This is an optimization exercise on Yosys and OpenROAD, whose aim is small area, not a production implementation. Only simulation tests tie the RTL to the original design; equivalence was not proved. No activity file was given, so power comes from the tool's default toggle rates.

==> 07-25: inputs <==
==> flow/design.v <==
module demo(input clk, rst_n, reset,
                        input [3:0] input_ones, input [3:0] input_tens, input confirm1,confirm2,
								output reg [3:0] COM, output reg[6:0] seg,
                        output reg[3:0] score, output reg[3:0] remaining_guesses,
                        output reg beep);
  wire CLK_div_rise;
  divfreq F0(clk, rst_n, CLK_div_rise);
  reg[3:0] range_max_ones;
  reg[3:0] range_max_tens;
  reg[3:0] range_min_ones;
  reg[3:0] range_min_tens;
  reg [7:0] secret_number;
  reg [7:0] guess;
  reg seg_A,seg_B,seg_C,seg_D;
  integer flag,flag2,flag3;
  integer rand_num_tens, rand_num_ones;
	always@(seg_A,seg_B,seg_C,seg_D)
		begin
			case({seg_A,seg_B,seg_C,seg_D})
				4'b0000: seg[6:0] = 7'b0000001;
				4'b0001:	seg[6:0] = 7'b1001111;
				4'b0010:	seg[6:0] = 7'b0010010;
				4'b0011:	seg[6:0] = 7'b0000110;
				4'b0100:	seg[6:0] = 7'b1001100;
				4'b0101:	seg[6:0] = 7'b0100100;
				4'b0110:	seg[6:0] = 7'b0100000;
				4'b0111:	seg[6:0] = 7'b0001111;
				4'b1000:	seg[6:0] = 7'b0000000;
				4'b1001:	seg[6:0] = 7'b0000100;
				default: seg[6:0] = 7'b1111111;
			endcase
		end
	always@(posedge clk)
		begin
			if(!rst_n)
				COM <= 4'b1110;
			else if(CLK_div_rise)
				begin
					if(COM == 4'b1111)
						COM <= 4'b1110;
					else
						COM[3:0] <= {COM[2:0],1'b1};
				end
		end
  always @(posedge clk) 
	begin
		if(!rst_n)
			{seg_A,seg_B,seg_C,seg_D} = 4'b0000;
		else
		case(COM[3:0])
			4'b1110:	{seg_A,seg_B,seg_C,seg_D} = range_min_tens;
			4'b1101: {seg_A,seg_B,seg_C,seg_D} = range_min_ones;
			4'b1011: {seg_A,seg_B,seg_C,seg_D} = range_max_tens;
			4'b0111: {seg_A,seg_B,seg_C,seg_D} = range_max_ones;
		endcase
	end
 always @(posedge clk ) begin
  if (!rst_n)
	begin
		flag = 0;
		flag2 = 0;
		flag3 = 0;
		beep = 0;
		guess = 8'b0;
		secret_number <= 8'b0;
		remaining_guesses <= 4'b0;
		range_max_ones <= 4'b0;
		range_max_tens <= 4'b0;
		range_min_ones <= 4'b0;
		range_min_tens <= 4'b0;
		score <= 4'b0;
	end
  else begin
	rand_num_tens = 7;
	rand_num_ones = 7;
   if ( reset || flag ==1 ) 
		begin
			flag =0;
			secret_number[3:0] <= rand_num_ones;
			secret_number[7:4] <= rand_num_tens;
			remaining_guesses <= 4'b0010;
			range_max_ones[3:0] <= 4'b1001;
			range_max_tens[3:0] <= 4'b1001;
			range_min_ones[3:0] <= 4'b0000;
			range_min_tens[3:0] <= 4'b0000;
			beep = 0;
		end		
	if (confirm1 && ~flag2 ) 
		begin
			guess[3:0] = input_ones;
			flag2=1;
			flag3=0;
		end
	if (confirm2 && ~flag3 ) 
		begin
			guess[7:4] = input_ones;
			flag3=1;
		end												
	if (flag2 && flag3 )
		begin
			if (guess > secret_number)
				begin
					range_max_ones <= guess[3:0];
					range_max_tens <= guess[7:4];
				end 
		else if (guess < secret_number) 
				begin
					range_min_ones <= guess[3:0];
					range_min_tens <= guess[7:4];
				end 
		else if (guess == secret_number)
				begin
					score <= score + 1'b1;
					flag = 1;
				end
			remaining_guesses <= remaining_guesses - 1'b1;
			flag2=0;
		end
	if (score == 4'b0101 || remaining_guesses == 4'b0000) 
		begin
			beep =1;
		end 
	else 
		begin
			beep =0;
		end
	if (confirm1 && reset && score >= 4'b0101 && beep ==1)
		begin
			beep =0;
			score <= 4'b0000;
		end
  end
end
endmodule
module divfreq (input CLK, input rst_n, output CLK_div_rise);
		reg [24:0] Count;
		reg CLK_div;
		assign CLK_div_rise = (Count > 25000) && !CLK_div;
		always@(posedge CLK)
			begin 
				if (!rst_n)
					begin
						Count <= 25'b0;
						CLK_div <= 1'b0;
					end
				else if (Count> 25000)  
					begin 
						Count <=25'b0;
						CLK_div <= ~CLK_div;
					end
				else 
				Count<= Count + 1'b1;
			end
endmodule
==> flow/run.sh <==
#!/bin/bash
# synth_recipe.tcl (not shown) runs the flow's synth.tcl, then flattens the netlist and writes it again
# the make line also repeats each setting of config.mk as NAME=value (left out here)
make -C /OpenROAD-flow-scripts/flow DESIGN_CONFIG=/design/flow/config.mk WORK_HOME=/design/flow/orfs CLKGATE_MAP_FILE= SYNTH_SCRIPT=/design/flow/synth_recipe.tcl finish
==> flow/config.mk <==
export PLATFORM = sky130hd
export DESIGN_NAME = demo
export DESIGN_NICKNAME = demo
export VERILOG_FILES = /design/flow/design.v
export SDC_FILE = /design/flow/constraint.sdc
export NUM_CORES = 4
export LEC_CHECK = 0
export CAP_MARGIN = 20
export CORE_MARGIN = 2
export CORE_UTILIZATION = 40
export SLEW_MARGIN = 20
==> flow/constraint.sdc <==
create_clock -name core_clock -period 5.0 [get_ports {clk}]
set_input_delay 1.0000 -clock core_clock [delete_from_list [all_inputs] [get_ports {clk}]]
set_output_delay 1.0000 -clock core_clock [all_outputs]
set_load 0.01 [all_outputs]
==> 01-13: changes against 07-25 <==
==> flow/design.v (replaced) <==
module demo(input clk, rst_n, reset,
            input [3:0] input_ones, input [3:0] input_tens, input confirm1, confirm2,
            output reg [3:0] COM, output reg [6:0] seg,
            output reg [3:0] score, output reg [3:0] remaining_guesses,
            output reg beep);
  reg [15:0] lf;
  wire step = (lf == 16'b0001001101101011);
  wire fb = ~(lf[8] ^ lf[15]);
  reg [3:0] digit;
  reg [3:0] max_ones, max_tens, min_ones;
  reg [2:0] min_tens;
  reg started;     
  reg won;         
  reg pending;     
  reg [3:0] g1;    
  localparam [111:0] SEGS = 112'b1111111111111111111111111111111111111111110000100000000000011110100000010010010011000000110001001010011110000001;
  always @(*) seg = SEGS[digit*7 +: 7];
  wire start   = reset | won;
  wire compare = confirm2 & (confirm1 | pending);
  wire [3:0] go = confirm1 ? input_ones : g1;
  wire [7:0] guess = {input_ones, go};
  wire gt = started ? (guess > 8'h77) : (guess != 8'h00);
  wire lt = started & (guess < 8'h77);
  wire eq = ~gt & ~lt;
  wire hit = (score == 4'd5) | (remaining_guesses == 4'd0);
  wire clr = confirm1 & reset & (score >= 4'd5);
  always @(posedge clk) begin
    if (!rst_n) begin
      lf <= 16'b1101101001010001;
      COM <= 4'b1110;
      digit <= 4'd0;
      max_ones <= 4'd0; max_tens <= 4'd0; min_ones <= 4'd0; min_tens <= 3'd0;
      started <= 1'b0; won <= 1'b0; pending <= 1'b0;
      score <= 4'd0; remaining_guesses <= 4'd0; beep <= 1'b0;
    end else begin
      if (step) begin
        lf <= 16'd0;
        COM <= {COM[2:0], ~&COM};
      end else
        lf <= {lf[14:0], fb};
      case (COM)
        4'b1110: digit <= {1'b0, min_tens};
        4'b1101: digit <= min_ones;
        4'b1011: digit <= max_tens;
        4'b0111: digit <= max_ones;
        default: ;
      endcase
      if (start) begin
        started <= 1'b1;
        max_ones <= 4'd9; max_tens <= 4'd9; min_ones <= 4'd0; min_tens <= 3'd0;
        remaining_guesses <= 4'd2;
      end
      won <= compare & eq;
      pending <= (confirm1 | pending) & ~confirm2;
      if (compare) begin
        if (gt) begin max_ones <= guess[3:0]; max_tens <= guess[7:4]; end
        if (lt) begin min_ones <= guess[3:0]; min_tens <= guess[6:4]; end
        remaining_guesses <= remaining_guesses - 4'd1;
      end
      if (clr & hit) score <= 4'd0;
      else if (compare & eq) score <= score + 4'd1;
      beep <= hit & ~clr;
    end
    if (confirm1) g1 <= input_ones;
  end
endmodule
==> comparison <==
Of 01-13 and 07-25, 01-13 has the higher fmax (gap 33%, measured against 07-25).
Of 07-25 and 01-13, 07-25 has the higher die area (gap about 140%, measured against 01-13).
Utilization: 01-13 is lower than 07-25 (0.92 points).
Against 01-13, the sequential share of layout area of 07-25 is higher by 9.5 points.
Of 01-13 and 07-25, 07-25 has the higher power (gap about 70%, measured against 07-25).
In 01-13 the sequential power is lower than in 07-25, by 67%.
Of 01-13 and 07-25, 07-25 has the higher via count (gap 52%, measured against 07-25).
==> figures <==
quantity	01-13	07-25
Mux contribution to synthesized area	4.02%	2.64%
Final area over synthesized area	1.155x	1.169x
Hold Path Stages	2	1
Max-slew headroom	50.8%	36.4%
Final-layout clock buffer total	5	23
Total Power Consumption	0.800 mW	2.86 mW
Run status	finished clean	finished clean
Data required time of the worst path	4000 ps	5270 ps
Worst IR Drop VDD	149 uV	283 uV
Total wirelength of the detailed-routed design	5180 um	11400 um
Flop+latch power	0.473 mW	1.43 mW
Final Critical Period	3130 ps	4170 ps
Final Non-Filler Cells	396	890
Post-CTS clock slew at the launch and capture registers of the worst setup and hold paths	110 ps	60 ps
End of the worst register-to-register path	max_tens[3]$_SDFF_PN0_	range_min_ones[2]$_SDFF_PN0_
Routed length on met1	2540 um	5470 um

## separate check: timing with driven ports
How much do the figures lean on ideal ports? The routed layouts below were timed once more, with nothing changed but the port constraints.
Step 1 assumes that a clkbuf_16 drives the clock port and a buf_2 every other input.
Step 2 moves the port delays by t, midway between the first and last clock arrival at a register: inputs arrive t later, outputs are due t later. That takes back most of the time a late clock gives input paths.
Slacks: no drivers / after step 1 / after step 2; pairs: no drivers / after step 1.
run	t, ns	setup slack, ns	slew at the worst register clock pin (ns)	worst slew at a driven data input, ns
07-25	0.459	0.832 / 0.848 / 0.389	0.06 / 0.06	0.06
01-13	0.331	1.867 / 1.843 / 1.791	0.11 / 0.11	0.03
After both steps every run listed still meets setup and hold. The setup slack of 07-25, which loses most, moves by +0.016 ns with the drivers and by -0.443 ns with both steps.
